This is an optimization exercise on Yosys and OpenROAD, whose aim is small area, a short achievable clock period and few clock cycles, not a production implementation. The RTL was checked by simulation tests, not by an equivalence proof against the original design. Power figures rest on the tool's default switching activity, not on a simulated workload.

[flow/design.v]
module FemtoRV32(
   input         clk,
   output [31:0] mem_addr,   
   output [31:0] mem_wdata,  
   output [3:0]  mem_wmask,  
   input  [31:0] mem_rdata,  
   output        mem_rstrb,  
   input         mem_rbusy,  
   input         mem_wbusy,  
   input         reset       
);
   wire stall = mem_rbusy | mem_wbusy;
   function [32:0] fast_add(input [31:0] a, input [31:0] b, input cin);
      reg [31:0] g, p, G, P;
      integer lvl, i;
      begin
         g = a & b;
         p = a ^ b;
         G = g;
         P = p;
         G[0] = g[0] | (p[0] & cin);
         for (lvl = 0; lvl < 5; lvl = lvl + 1)
            for (i = 0; i < 32; i = i + 1)
               if (i[lvl]) begin
                  G[i] = G[i] | (P[i] & G[((i >> lvl) << lvl) - 1]);
                  P[i] = P[i] & P[((i >> lvl) << lvl) - 1];
               end
         fast_add = {G[31], p ^ {G[30:0], cin}};
      end
   endfunction
   reg [31:0] B_addr;
   reg [31:0] B_wdata;
   reg [3:0]  B_wmask;
   reg        B_rd;          
   reg        B_fetch;       
   reg        pend;          
   reg        D_valid;       
   reg [31:0] PC_D;          
   reg        E_valid;
   reg [31:0] E_rs1;         
   reg [31:0] E_op2;         
   reg [31:0] E_aux;         
   reg [4:0]  E_rd;
   reg [4:0]  E_rs1id;       
   reg [4:0]  E_rs2id;
   reg [2:0]  E_f3;
   reg        E_wr;          
   reg        E_isLoad, E_isStore, E_isBranch, E_isJALR, E_pred;
   reg        E_sub, E_arith;
   reg        E_selAdd, E_selSlt, E_selSltu, E_selXor, E_selOr, E_selAnd;
   reg        E_selShift, E_selAux, E_selCyc, E_selImm;
   reg        M_valid;       
   reg        M_isLoad;
   reg        M_wr;
   reg [4:0]  M_rd;
   reg [2:0]  M_f3;
   reg [1:0]  M_a;
   reg        W_valid;       
   reg        W_wr;
   reg [4:0]  W_rd;
   reg [2:0]  W_f3;
   reg [1:0]  W_a;
   reg [31:0] cycles;
   assign mem_addr  = B_addr;
   assign mem_wdata = B_wdata;
   assign mem_wmask = stall ? 4'b0000 : B_wmask;
   assign mem_rstrb = B_rd & !stall;
   reg [31:0] registerFile [1:31];
   wire        rf_we;
   wire [4:0]  rf_wa;
   wire [31:0] rf_wd;
   always @(posedge clk) begin
      if (rf_we)
         registerFile[rf_wa] <= rf_wd;
   end
   wire [31:0] I = mem_rdata;
   wire [4:0] D_rs1 = I[19:15];
   wire [4:0] D_rs2 = I[24:20];
   wire [4:0] D_rd  = I[11:7];
   wire [2:0] D_f3  = I[14:12];
   wire D_isLoad   = (I[6:2] == 5'b00000);
   wire D_isALUimm = (I[6:2] == 5'b00100);
   wire D_isAUIPC  = (I[6:2] == 5'b00101);
   wire D_isStore  = (I[6:2] == 5'b01000);
   wire D_isALUreg = (I[6:2] == 5'b01100);
   wire D_isLUI    = (I[6:2] == 5'b01101);
   wire D_isBranch = (I[6:2] == 5'b11000);
   wire D_isJALR   = (I[6:2] == 5'b11001);
   wire D_isJAL    = (I[6:2] == 5'b11011);
   wire D_isSYSTEM = (I[6:2] == 5'b11100);
   wire [31:0] Iimm = {{21{I[31]}}, I[30:20]};
   wire [31:0] Simm = {{21{I[31]}}, I[30:25], I[11:7]};
   wire [31:0] Bimm = {{20{I[31]}}, I[7], I[30:25], I[11:8], 1'b0};
   wire [31:0] Uimm = {I[31:12], 12'b0};
   wire [31:0] Jimm = {{12{I[31]}}, I[19:12], I[20], I[30:21], 1'b0};
   wire D_usesRs1 = !(D_isLUI | D_isAUIPC | D_isJAL);    
   wire D_usesRs2 = D_isALUreg | D_isBranch | D_isStore;
   wire D_isALU   = D_isALUimm | D_isALUreg;
   wire D_pred    = D_isJAL | (D_isBranch & I[31]);    
   reg [31:0] rf_r1, rf_r2;
   integer ri;
   always @(*) begin
      rf_r1 = 32'b0;
      rf_r2 = 32'b0;
      for (ri = 1; ri < 32; ri = ri + 1) begin
         rf_r1 = rf_r1 | ({32{D_rs1 == ri}} & registerFile[ri]);
         rf_r2 = rf_r2 | ({32{D_rs2 == ri}} & registerFile[ri]);
      end
   end
   wire        E_fwd = E_valid & E_wr;
   wire [31:0] E_result;
   wire [31:0] D_r1 = (E_fwd && E_rd == D_rs1) ? E_result : rf_r1;
   wire [31:0] D_r2 = (E_fwd && E_rd == D_rs2) ? E_result : rf_r2;
   wire [31:0] D_imm = D_isStore           ? Simm :
                       (D_isLUI|D_isAUIPC) ? Uimm :
                                             Iimm;
   wire D_sub = D_isBranch | (D_isALU & (D_f3 == 3'b010 | D_f3 == 3'b011)) |
                (D_isALUreg & D_f3 == 3'b000 & I[30]);
   wire [31:0] D_op2 = (D_isALUreg | D_isBranch) ? D_r2 : D_imm;
   wire [31:0] D_target = fast_add(PC_D, I[3] ? Jimm : I[2] ? Uimm : Bimm, 1'b0);
   wire [31:0] D_pc4    = fast_add(PC_D, 32'd4, 1'b0);
   wire E_stall = E_valid & (W_valid |
                  (M_valid & M_isLoad & M_wr &
                   (M_rd == E_rs1id | M_rd == E_rs2id | (E_wr & M_rd == E_rd))));
   wire E_exec  = E_valid & !E_stall;
   wire [32:0] X = fast_add(E_rs1, E_op2, E_sub);
   wire        LTU = !X[32];
   wire        LT  = (E_rs1[31] ^ !E_op2[31]) ? E_rs1[31] : X[31];
   wire        EQ  = &(E_rs1 ^ E_op2);
   wire taken = (E_f3[2:1] == 2'b00) ? (EQ  ^ E_f3[0]) :
                (E_f3[2:1] == 2'b10) ? (LT  ^ E_f3[0]) :
                                       (LTU ^ E_f3[0]);
   wire        shLeft = !E_f3[2];
   wire [31:0] rs1rev;
   genvar gi;
   generate
      for (gi = 0; gi < 32; gi = gi + 1) begin : rev1
         assign rs1rev[gi] = E_rs1[31-gi];
      end
   endgenerate
   wire [31:0] shIn = shLeft ? rs1rev : E_rs1;
   wire        shFill = E_arith & E_rs1[31];
   wire [63:0] shExt = {{32{shFill}}, shIn} >> E_op2[4:0];
   wire [31:0] shR = shExt[31:0];
   wire [31:0] shRrev;
   generate
      for (gi = 0; gi < 32; gi = gi + 1) begin : rev2
         assign shRrev[gi] = shR[31-gi];
      end
   endgenerate
   wire [31:0] shOut = shLeft ? shRrev : shR;
   assign E_result =
      (E_selAdd   ? X[31:0]         : 32'b0) |
      (E_selSlt   ? {31'b0, LT}     : 32'b0) |
      (E_selSltu  ? {31'b0, LTU}    : 32'b0) |
      (E_selXor   ? E_rs1 ^ E_op2   : 32'b0) |
      (E_selOr    ? E_rs1 | E_op2   : 32'b0) |
      (E_selAnd   ? E_rs1 & E_op2   : 32'b0) |
      (E_selShift ? shOut           : 32'b0) |
      (E_selAux   ? E_aux           : 32'b0) |
      (E_selImm   ? E_op2           : 32'b0) |
      (E_selCyc   ? cycles_inc      : 32'b0);
   wire        E_redirect = E_exec & (E_isJALR | (E_isBranch & (taken ^ E_pred)));
   wire [31:0] E_newpc    = E_isJALR ? {X[31:1], 1'b0} : E_aux;
   wire        E_mem      = E_exec & (E_isLoad | E_isStore);
   wire [3:0] st_mask =
      E_f3[1] ? 4'b1111 :
      E_f3[0] ? (X[1] ? 4'b1100 : 4'b0011) :
                (4'b0001 << X[1:0]);
   wire [31:0] st_data = E_f3[1] ? E_aux :
                         E_f3[0] ? {2{E_aux[15:0]}} :
                                   {4{E_aux[7:0]}};
   wire D_enter    = D_valid & !E_stall & !E_redirect;
   wire D_refetch  = D_valid & E_stall;
   wire D_redirect = D_valid & !E_stall & D_pred;
   wire [15:0] ld_half = W_a[1] ? mem_rdata[31:16] : mem_rdata[15:0];
   wire  [7:0] ld_byte = W_a[0] ? ld_half[15:8] : ld_half[7:0];
   wire        ld_sign = !W_f3[2] & (W_f3[0] ? ld_half[15] : ld_byte[7]);
   wire [31:0] ld_data = W_f3[1] ? mem_rdata :
                         W_f3[0] ? {{16{ld_sign}}, ld_half} :
                                   {{24{ld_sign}}, ld_byte};
   assign rf_we = !stall & ((E_exec & E_wr) | (W_valid & W_wr));
   assign rf_wa = W_valid ? W_rd : E_rd;
   assign rf_wd = W_valid ? ld_data : E_result;
   wire [31:0] seq = pend ? PC_D : fast_add(B_fetch ? B_addr : PC_D, 32'd4, 1'b0);
   wire [31:0] B_next = E_mem      ? X[31:0] :
                        D_refetch  ? PC_D :
                        D_redirect ? D_target :
                                     seq;
   always @(posedge clk) begin
      if (!reset) begin
         B_addr  <= 32'b0;
         B_rd    <= 1'b1;
         B_fetch <= 1'b1;
         B_wmask <= 4'b0000;
         pend    <= 1'b0;
         D_valid <= 1'b0;
         E_valid <= 1'b0;
         M_valid <= 1'b0;
         W_valid <= 1'b0;
      end else if (!stall) begin
         B_wmask <= 4'b0000;
         B_fetch <= !E_mem;
         B_rd    <= !(E_exec & E_isStore);
         if (E_isStore & E_exec) B_wmask <= st_mask;
         pend   <= E_mem & D_redirect;
         B_addr <= E_redirect ? E_newpc : B_next;
         D_valid <= B_fetch & !E_redirect & !D_redirect & !D_refetch;
         if (!E_stall) E_valid <= D_enter;
         M_valid <= E_mem;
         W_valid <= M_valid & M_isLoad;
      end
   end
   always @(posedge clk) begin
      if (!stall) begin
         if (E_mem & D_redirect) PC_D <= D_target;
         else if (B_fetch)       PC_D <= B_addr;
         if (E_exec & E_isStore) B_wdata <= st_data;
         if (E_stall) begin
            if (W_valid & W_wr & E_rs1id == W_rd) E_rs1 <= ld_data;
            if (W_valid & W_wr & E_rs2id == W_rd) begin
               if (E_isStore) E_aux <= ld_data;
               else           E_op2 <= E_sub ? ~ld_data : ld_data;
            end
         end else begin
            E_rs1   <= D_r1;
            E_op2   <= D_sub ? ~D_op2 : D_op2;
            E_aux   <= D_isStore ? D_r2 :
                       ((D_isBranch & !I[31]) | D_isAUIPC) ? D_target : D_pc4;
            E_rd    <= D_rd;
            E_rs1id <= D_usesRs1 ? D_rs1 : 5'd0;
            E_rs2id <= D_usesRs2 ? D_rs2 : 5'd0;
            E_f3    <= D_f3;
            E_wr    <= !(D_isBranch | D_isStore | D_isLoad) & (D_rd != 5'd0);
            E_isLoad   <= D_isLoad;
            E_isStore  <= D_isStore;
            E_isBranch <= D_isBranch;
            E_isJALR   <= D_isJALR;
            E_pred     <= I[31];
            E_sub      <= D_sub;
            E_arith    <= I[30];
            E_selAdd   <= D_isALU & D_f3 == 3'b000;
            E_selImm   <= D_isLUI;
            E_selSlt   <= D_isALU & D_f3 == 3'b010;
            E_selSltu  <= D_isALU & D_f3 == 3'b011;
            E_selXor   <= D_isALU & D_f3 == 3'b100;
            E_selOr    <= D_isALU & D_f3 == 3'b110;
            E_selAnd   <= D_isALU & D_f3 == 3'b111;
            E_selShift <= D_isALU & D_f3[1:0] == 2'b01;
            E_selAux   <= D_isJAL | D_isJALR | D_isAUIPC;
            E_selCyc   <= D_isSYSTEM;
         end
         if (E_mem) begin
            M_isLoad <= E_isLoad;
            M_wr  <= E_rd != 5'd0;
            M_rd  <= E_rd;
            M_f3  <= E_f3;
            M_a   <= X[1:0];
         end
         W_wr  <= M_wr;
         W_rd  <= M_rd;
         W_f3  <= M_f3;
         W_a   <= M_a;
      end
   end
   wire [31:0] cycles_inc = fast_add(cycles, 32'd1, 1'b0);
   always @(posedge clk) cycles <= !reset ? 32'b0 : cycles_inc;
endmodule
[flow/constraint.sdc]
create_clock -name core_clock -period 10.0 [get_ports {clk}]
set_input_delay 2.0000 -clock core_clock [delete_from_list [all_inputs] [get_ports {clk}]]
set_output_delay 2.0000 -clock core_clock [all_outputs]
set_load 0.01 [all_outputs]
[flow/config.mk]
export PLATFORM = sky130hd
export DESIGN_NAME = FemtoRV32
export DESIGN_NICKNAME = FemtoRV32
export VERILOG_FILES = /design/flow/design.v
export SDC_FILE = /design/flow/constraint.sdc
export NUM_CORES = 4
export LEC_CHECK = 0
export CAP_MARGIN = 30
export CORE_MARGIN = 2
export CORE_UTILIZATION = 30
export CTS_BUF_LIST = sky130_fd_sc_hd__clkbuf_8
export CTS_CLUSTER_SIZE = 25
export PLACE_DENSITY = 0.45
export SETUP_SLACK_MARGIN = 5
export SLEW_MARGIN = 30
[flow/run.sh]
#!/bin/bash
# synth_recipe.tcl (not shown) runs the flow's synth.tcl, then flattens the netlist and writes it again
# the make line also repeats each setting of config.mk as NAME=value (left out here)
make -C /OpenROAD-flow-scripts/flow DESIGN_CONFIG=/design/flow/config.mk WORK_HOME=/design/flow/orfs CLKGATE_MAP_FILE= SYNTH_SCRIPT=/design/flow/synth_recipe.tcl finish
==> results of run 1 <==
through the flow:
step	power (W)	util	instance area, sq um
detailed placement	0.00766	0.329	73900
CTS	0.0128	0.354	79400
finish	0.0129	0.357	80100
global route	0.0132	0.357	80000
floorplan	0.00692	-	67900
global placement	0.00766	0.329	73800
registers in the layout, summed over array words and instances, names as in the netlist, 32 cells and up:
| signal | flops |
|---|---|
| registerFile | 992 |
| B_addr | 32 |
| B_wdata | 32 |
| E_aux | 32 |
| E_op2 | 32 |
| E_rs1 | 32 |
| PC_D | 32 |
| cycles | 32 |
final timing paths:
path | slack (ns) | startpoint | to | depth (start not counted)
max | 4.82 | E_op2[3] | E_op2[24] | 16
min | 0.42 | M_f3[1] | W_f3[1] | 0
max reg2reg | 4.82 | E_op2[3] | E_op2[24] | 16
min reg2reg | 0.42 | M_f3[1] | W_f3[1] | 0
kinds of logic after synthesis:
logic type      count (synthesis)  synth area share
flops                        1286             0.560
buf+inv                       563            0.0325
xor+xnor                      193            0.0250
mux                           202            0.0404
compound gates               1974             0.214
simple gates                 1481             0.105
fa+ha+maj                     118            0.0231
cells in the mapped netlist (96+ instances only):
cell type | instances | area share
a22o_1 | 159 | 0.021
nand3_1 | 196 | 0.015
edfxtp_1 | 1211 | 0.54
nor2_1 | 328 | 0.018
a21oi_1 | 222 | 0.016
inv_1 | 110 | 0.0061
nand4_1 | 113 | 0.010
o21ai_0 | 224 | 0.017
xnor2_1 | 105 | 0.014
a22oi_1 | 636 | 0.071
a221oi_1 | 165 | 0.021
clkbuf_1 | 341 | 0.019
nand2_1 | 456 | 0.025
mux2i_1 | 96 | 0.014
ha_1 | 107 | 0.020
critical path: stages, from the launching register on:
cell	delay [ns]
edfxtp_1	0.55
clkinv_1	0.14
buf_6	0.19
ha_1	0.36
nand3_1	0.13
o21bai_2	0.15
nand3_2	0.16
a221oi_4	0.37
inv_2	0.10
buf_4	0.14
buf_4	0.13
a21o_1	0.19
xnor2_1	0.70
o21ai_1	0.43
o21ai_1	0.77
mux2i_1	0.26
nand2_1	0.12
power breakdown:
group | switching [W] | leakage (nW) | internal, W
logic | 0.00116 | 13.2 | 0.000523
clock network | 0.00250 | 2.53 | 0.00262
registers | 0.000105 | 11.9 | 0.00594
total | 0.00376 | 27.6 | 0.00909
layer usage:
metal | GRT usage | share of wire
met4 | 0.210 | 0.080
met1 | 0.416 | 0.37
met2 | 0.492 | 0.43
met3 | 0.101 | 0.13
met5 | 0.000829 | 0.00048
cells in the final DEF (no fill, tap or decap), types with 22 or more instances in the layout:
cell / instances
mux2_2: 55
a21oi_1: 195
a221oi_1: 162
nor4_1: 27
dfxtp_1: 73
a222oi_1: 87
nand3_1: 191
buf_12: 33
a22o_1: 159
o21ai_1: 39
o211ai_1: 69
nor2_1: 242
edfxtp_1: 1211
o22ai_1: 35
inv_1: 161
and2_1: 66
nand2b_1: 33
nand4_1: 113
a211oi_1: 38
ha_1: 98
a21o_1: 54
a22oi_1: 635
mux2i_1: 90
nor2_4: 79
xnor2_1: 101
xor2_1: 86
buf_6: 22
buf_4: 280
a31oi_1: 23
and3_1: 38
clkinv_2: 31
clkinv_1: 67
clkdlybuf4s50_1: 71
clkbuf_8: 223
mux4_2: 31
nor3_1: 69
o21ai_0: 210
nand2_1: 454
nor2b_1: 28
final cells by class:
cell class / instances / area [sq um] / area share
diodes: 16 / 40.0 / 0.000500
clock buffers: 223 / 3070 / 0.0383
clock inverters: 191 / 1520 / 0.0190
inverters: 116 / 454 / 0.00567
multi-input cells: 3969 / 29100 / 0.364
flip-flops and latches: 1286 / 37900 / 0.473
well taps: 2992 / 3740 / 0.0468
repair buffers: 447 / 4240 / 0.0530
what timing repair did:
item | in CTS | in global routing
gates cloned | 6 | 1
gates resized for setup | 143 | 84
endpoints found under the setup margin | 440 | 154
setup buffers | 44 | 29
pin swaps | 19 | 32
==> results.yml, run 1 <==
critical_path:
  required_ns: 10.78
  endpoint_kind: "flip-flop"
  crit_fanout: 18
  critical_path.startpoint_type: "flip-flop"
  crit_type: "reg2reg"
  arrival_ns: 5.96
cells_and_area:
  nets: 6196
  layout.cells.non_filler: 9240
  fillCellCount: 22000
  syn_to_final_growth_pct: 18.5
  drive_gt1_frac: 0.164
sta:
  hold_viol: 0
  finalSetupTns_ns: 0
  rsz0062_at_grt: "true"
  fmax_ghz: 0.193
  timing.slew.headroom: 0.214
  setup_viol: 0
  timing.final.crit_period_ns: 5.18
  holdWs_ns: 0.424
  fin_ws_ns: 4.82
  worst_pin_slew_ns: 1.18
  fin_skew_ns: 0.0993
  slew_viol_final: 0
  period_share: 0.518
route:
  wl_per_cell_um: 42.6
  drcViolationCount: 0
  ant_nets: 0
  via_per_inst: 6.71
  vias: 62000
  drtIter0Drc: 12700
  wl_um: 393000
  first_pass_iters: 12
job:
  maxCapViolCount: 0
yosys:
  yosys_warnings: 1
  synth_flop_cell: "edfxtp_1"
  syn-num-nets: 5971
  synth_cells: 5817
  synth_edf_count: 1211
  ys_seq_area_frac: 0.560
  synthArstFlopShare: 0
  ys_types: 93
  synth_area_per_cell_sq_um: 11.6
  synth_area_sq_mm: 0.0676
  ys_seq_elements: 1286
floorplan:
  rows: 174
  core_sq_mm: 0.224
  die_width_um: 479
  io_pins: 105
  die_area_sq_mm: 0.229
  initial_utilization: 0.301
  die_height_um: 479
clock_tree:
  numCtsBuffers: 222
  cts_tree: "done"
  cts_buffer_depth: 3
  clock_sink_count: 1286
  cts.clk_slew.worst_paths_ns: 0.07
  root_buffer: "clkbuf_8"
  hold_buffers: 0
  insertion_delay_ns: 1.07
  htreeDepth: 4
pwr:
  peakVddDrop_uv: 129
  p_leak_nw: 27.6
  powerDensity_mw_per_mm2: 161
grt:
  grt_pass1_wl_um: 521000
  globalRouteOverflowTotal: 0
  antenna_found_initial: 21
  grt_max_degree: 68
  grt_pass1_vias: 57800
  grtUsageTotal: 0.330
outcome:
  outcome: "no timing/DRC/antenna violations"
placed_design:
  io_buffers: 104
  dp.cells: 8728
  hpwlAfterDp_um: 246000
  gp_congestion: 0.992
  dpl_worst_slack_ns: 2.80
min_path:
  hold_path_class: "reg2reg"
Testbench counts, summed over its fixed seeds: cycles 90,074.
==> inputs of run 2 (changes only) <==
--- a/flow/config.mk
+++ b/flow/config.mk
@@ -8,8 +8,8 @@
 export CAP_MARGIN = 30
 export CORE_MARGIN = 2
 export CORE_UTILIZATION = 30
-export CTS_BUF_LIST = sky130_fd_sc_hd__clkbuf_8
-export CTS_CLUSTER_SIZE = 25
+export CTS_BUF_LIST = sky130_fd_sc_hd__clkbuf_4 sky130_fd_sc_hd__clkbuf_8
+export CTS_CLUSTER_SIZE = 20
 export PLACE_DENSITY = 0.45
 export SETUP_SLACK_MARGIN = 5
 export SLEW_MARGIN = 30
==> run 2 against run 1 <==
Compared with the run above: combinational power about the same; first-iteration DRC count decreased by 0.89%; largest cell class unchanged; largest power group unchanged; final cell count about the same; highest routed layer unchanged; global-route usage about the same; area after synthesis unchanged; still clean; critical endpoint is now E_rs1[0]; sequential share of layout area decreased by 0.066 points; sequential power about the same; fmax decreased by 1.2%.
==> results.yml, run 2 <==
critical_path:
  endpoint_kind: "flip-flop"
  reg2reg_to: "B_addr[16]"
  required_ns: 10.68
  critical_path.startpoint_type: "input pin"
  r2r_setup_slack_ns: 4.89
  crit_type: "in2reg"
  crit_fanout: 18
  reg2reg_depth: 20
  arrival_ns: 5.92
  regToRegStartpoint: "E_op2[3]"
outcome:
  outcome: "no timing/DRC/antenna violations"
pwr:
  powerDensity_mw_per_mm2: 163
  peakVddDrop_uv: 130
  comb_power_share: 0.128
  p_sw_frac: 0.288
  intPower_w: 0.00929
  p_leak_nw: 27.5
  p_clk_frac: 0.409
  power.net_switching_w: 0.00376
  pwr-share-seq: 0.463
yosys:
  synth_top_area_share: 0.538
  ys_types: 93
  synth-compound-area-share: 0.214
  synth_area_sq_mm: 0.0676
  yosys_warnings: 1
  synth_edf_count: 1211
  synthXorXnorAreaFrac: 0.0250
  synth_flop_cell: "edfxtp_1"
  synth_top_family_by_area: "compound AO/OA/AOI/OAI gates"
  synth.most_common_cell: "edfxtp_1"
  synth_cells: 5817
  synthTopCellsByArea: "edfxtp_1 54%, a22oi_1 7.1%, nand2_1 2.5%"
  synth_simple_gate_area_frac: 0.105
  synth_fa_ha_area_frac: 0.0231
  synth_area_per_cell_sq_um: 11.6
  syn-num-nets: 5971
  synth_top_cell_by_area: "edfxtp_1"
  synthArstFlopShare: 0
  ys_seq_area_frac: 0.560
  ys_seq_elements: 1286
  muxShareOfSynthArea: 0.0404
  synthTopCellsByCount: "1211 x edfxtp_1, 636 x a22oi_1, 456 x nand2_1"
min_path:
  min_to: "W_a[0]"
  hold_start: "M_a[0]"
  hold_path_class: "reg2reg"
  holdPathStages: 0
placed_design:
  io_buffers: 104
  dp.cells: 8728
  gp_congestion: 0.992
  dpl_worst_slack_ns: 2.80
  hpwlAfterDp_um: 246000
  dpl_cell_area_sq_mm: 0.0739
sta:
  fin_skew_ns: 0.107
  setup_viol: 0
  hold_viol: 0
  timing.final.crit_period_ns: 5.24
  slew_viol_final: 0
  finalSetupTns_ns: 0
  fmax_ghz: 0.191
  timing.slew.headroom: 0.207
  fin_ws_ns: 4.76
  period_share: 0.524
  worst_pin_slew_ns: 1.19
  rsz0062_at_grt: "true"
route:
  ant_nets: 0
  drcViolationCount: 0
  via_per_inst: 6.71
  first_pass_iters: 11
  drtIter0Drc: 12600
  wl_per_cell_um: 42.6
  wl_um: 393000
  vias: 62000
cells_and_area:
  mostFrequentLayoutCells: "1211 x edfxtp_1, 636 x a22oi_1, 454 x nand2_1"
  layout.cells.non_filler: 9233
  nets: 6191
  drive_gt1_frac: 0.171
  regMostFlops: "registerFile"
  finalInstanceArea_sq_mm: 0.0802
  layout_commonest_cell: "edfxtp_1"
  largest_register_ffs: 992
  syn_to_final_growth_pct: 18.6
grt:
  grt_max_degree: 68
  globalRouteOverflowTotal: 0
  grtUsageTotal: 0.330
  grt_pass1_vias: 57800
  grt_pass1_wl_um: 521000
  antenna_found_initial: 20
clock_tree:
  clock_sink_count: 1286
  insertion_delay_ns: 1.07
  root_buffer: "clkbuf_8"
  htreeDepth: 4
  numCtsBuffers: 222
  cts_buffer_depth: 3
  cts.clk_slew.worst_paths_ns: 0.06
  cts_tree: "done"
floorplan:
  core_sq_mm: 0.224
  die_height_um: 479
  die_width_um: 479
  die_area_sq_mm: 0.229
  io_pins: 105
  initial_utilization: 0.301
  rows: 174
job:
  maxCapViolCount: 0
## run 2: worst max-delay path, cell delays in order
cell and delay [ns]:
clkdlybuf4s15_1 0.74, nand3b_1 0.51, nor2_4 0.19, buf_4 0.44, buf_4 0.61, a22o_1 0.24
a221oi_1 0.05, nand4_1 0.16, nor3_2 0.14, a21oi_1 0.14, nor2_1 0.07, nor2_1 0.58
## run 2: what timing repair did
item,CTS,global route
buffers inserted,44,24
gates cloned,6,0
pin swaps,19,29
setup endpoints to repair,440,161
gates resized for setup,145,72
hold buffers,0,0
## run 2: per-stage QoR
| step | total power, W | hold WS (ns) | util |
|---|---|---|---|
| global route | 0.0134 | 0.429 | 0.357 |
| finish | 0.0131 | 0.420 | 0.357 |
| CTS | 0.0130 | 0.409 | 0.355 |
| detailed placement | 0.00766 | 0.406 | 0.329 |
| floorplan | 0.00692 | 0.400 | - |
| global placement | 0.00766 | 0.404 | 0.329 |
## run 2: worst max-delay path by stage
stage	cells after the start	startpoint	to
2_1_floorplan	16	mem_rdata[3]	E_aux[31]
3_3_place_gp	14	mem_rdata[23]	E_aux[16]
3_5_place_dp	15	mem_rdata[3]	E_aux[16]
4_1_cts	6	mem_rbusy	mem_wmask[2]
5_1_grt	21	E_op2[0]	B_addr[16]
6_report	12	mem_rdata[15]	E_rs1[0]
## run 2: kinds of logic (layout without fill, tap and decap cells)
| group | after synthesis | after routing |
|---|---|---|
| mux | 202 | 202 |
| simple gates | 1481 | 1481 |
| buf+inv | 563 | 973 |
| flops | 1286 | 1286 |
| fa+ha+maj | 118 | 118 |
| xor+xnor | 193 | 193 |
| other cells | 0 | 14 |
| compound gates | 1974 | 1974 |
## run 2: power groups by stage
stage,sequential [W],combinational [W],clock (W)
finish,0.00605,0.00167,0.00533
global route,0.00604,0.00171,0.00561
CTS,0.00604,0.00156,0.00537
detailed placement,0.00616,0.00150,0
global placement,0.00616,0.00150,0
floorplan,0.00609,0.000830,0
## run 2: layout make-up
cell class / instances / area, sq um
antenna: 14 / 35.0
clock buffer: 278 / 3480
clock inverter: 136 / 1320
fill: 22000 / 144000
inverter: 116 / 454
multi-input combinational: 3968 / 29100
sequential: 1286 / 37900
tap: 2992 / 3740
timing repair buffer: 443 / 4210
## run 2: per-layer routing
| metal | track usage | vias to the layer above | wire length (um) |
|---|---|---|---|
| met5 | 0.000829 | - | 166 |
| met4 | 0.211 | 24 | 31600 |
| met3 | 0.101 | 1545 | 50900 |
| met2 | 0.491 | 5706 | 167000 |
| met1 | 0.416 | 30900 | 144000 |
| li1 | - | 23800 | - |

-- static timing again, ports no longer ideal --
No port has a modelled driver above. Below, the same layouts with a new extraction and two added sets of constraints.
Step 1 (the two cells are an assumption about what drives the block):
set clk [get_ports {clk}]
set_driving_cell -lib_cell sky130_fd_sc_hd__clkbuf_16 $clk
set_driving_cell -lib_cell sky130_fd_sc_hd__buf_2 [delete_from_list [all_inputs] $clk]
Step 2 moves the port delays by t, midway between the first and last clock arrival at a register: inputs arrive t later, outputs are due t later. That takes back most of the time a late clock gives input paths.
Three values: ideal ports, drivers, drivers and shift; two values: the first two.
| run | t (ns) | setup slack, ns | hold slack, ns | cell pins on the clock port's net |
|---|---|---|---|---|
| run 1 | 1.111 | 4.822 / 4.822 / 3.811 | 0.424 / 0.424 / 0.424 | 1 |
| run 2 | 1.108 | 4.761 / 4.823 / 3.715 | 0.420 / 0.420 / 0.420 | 1 |
After both steps setup and hold are still met in every run listed. The setup slack of run 2, which loses most, moves by +0.062 ns with the drivers and by -1.046 ns with both steps.
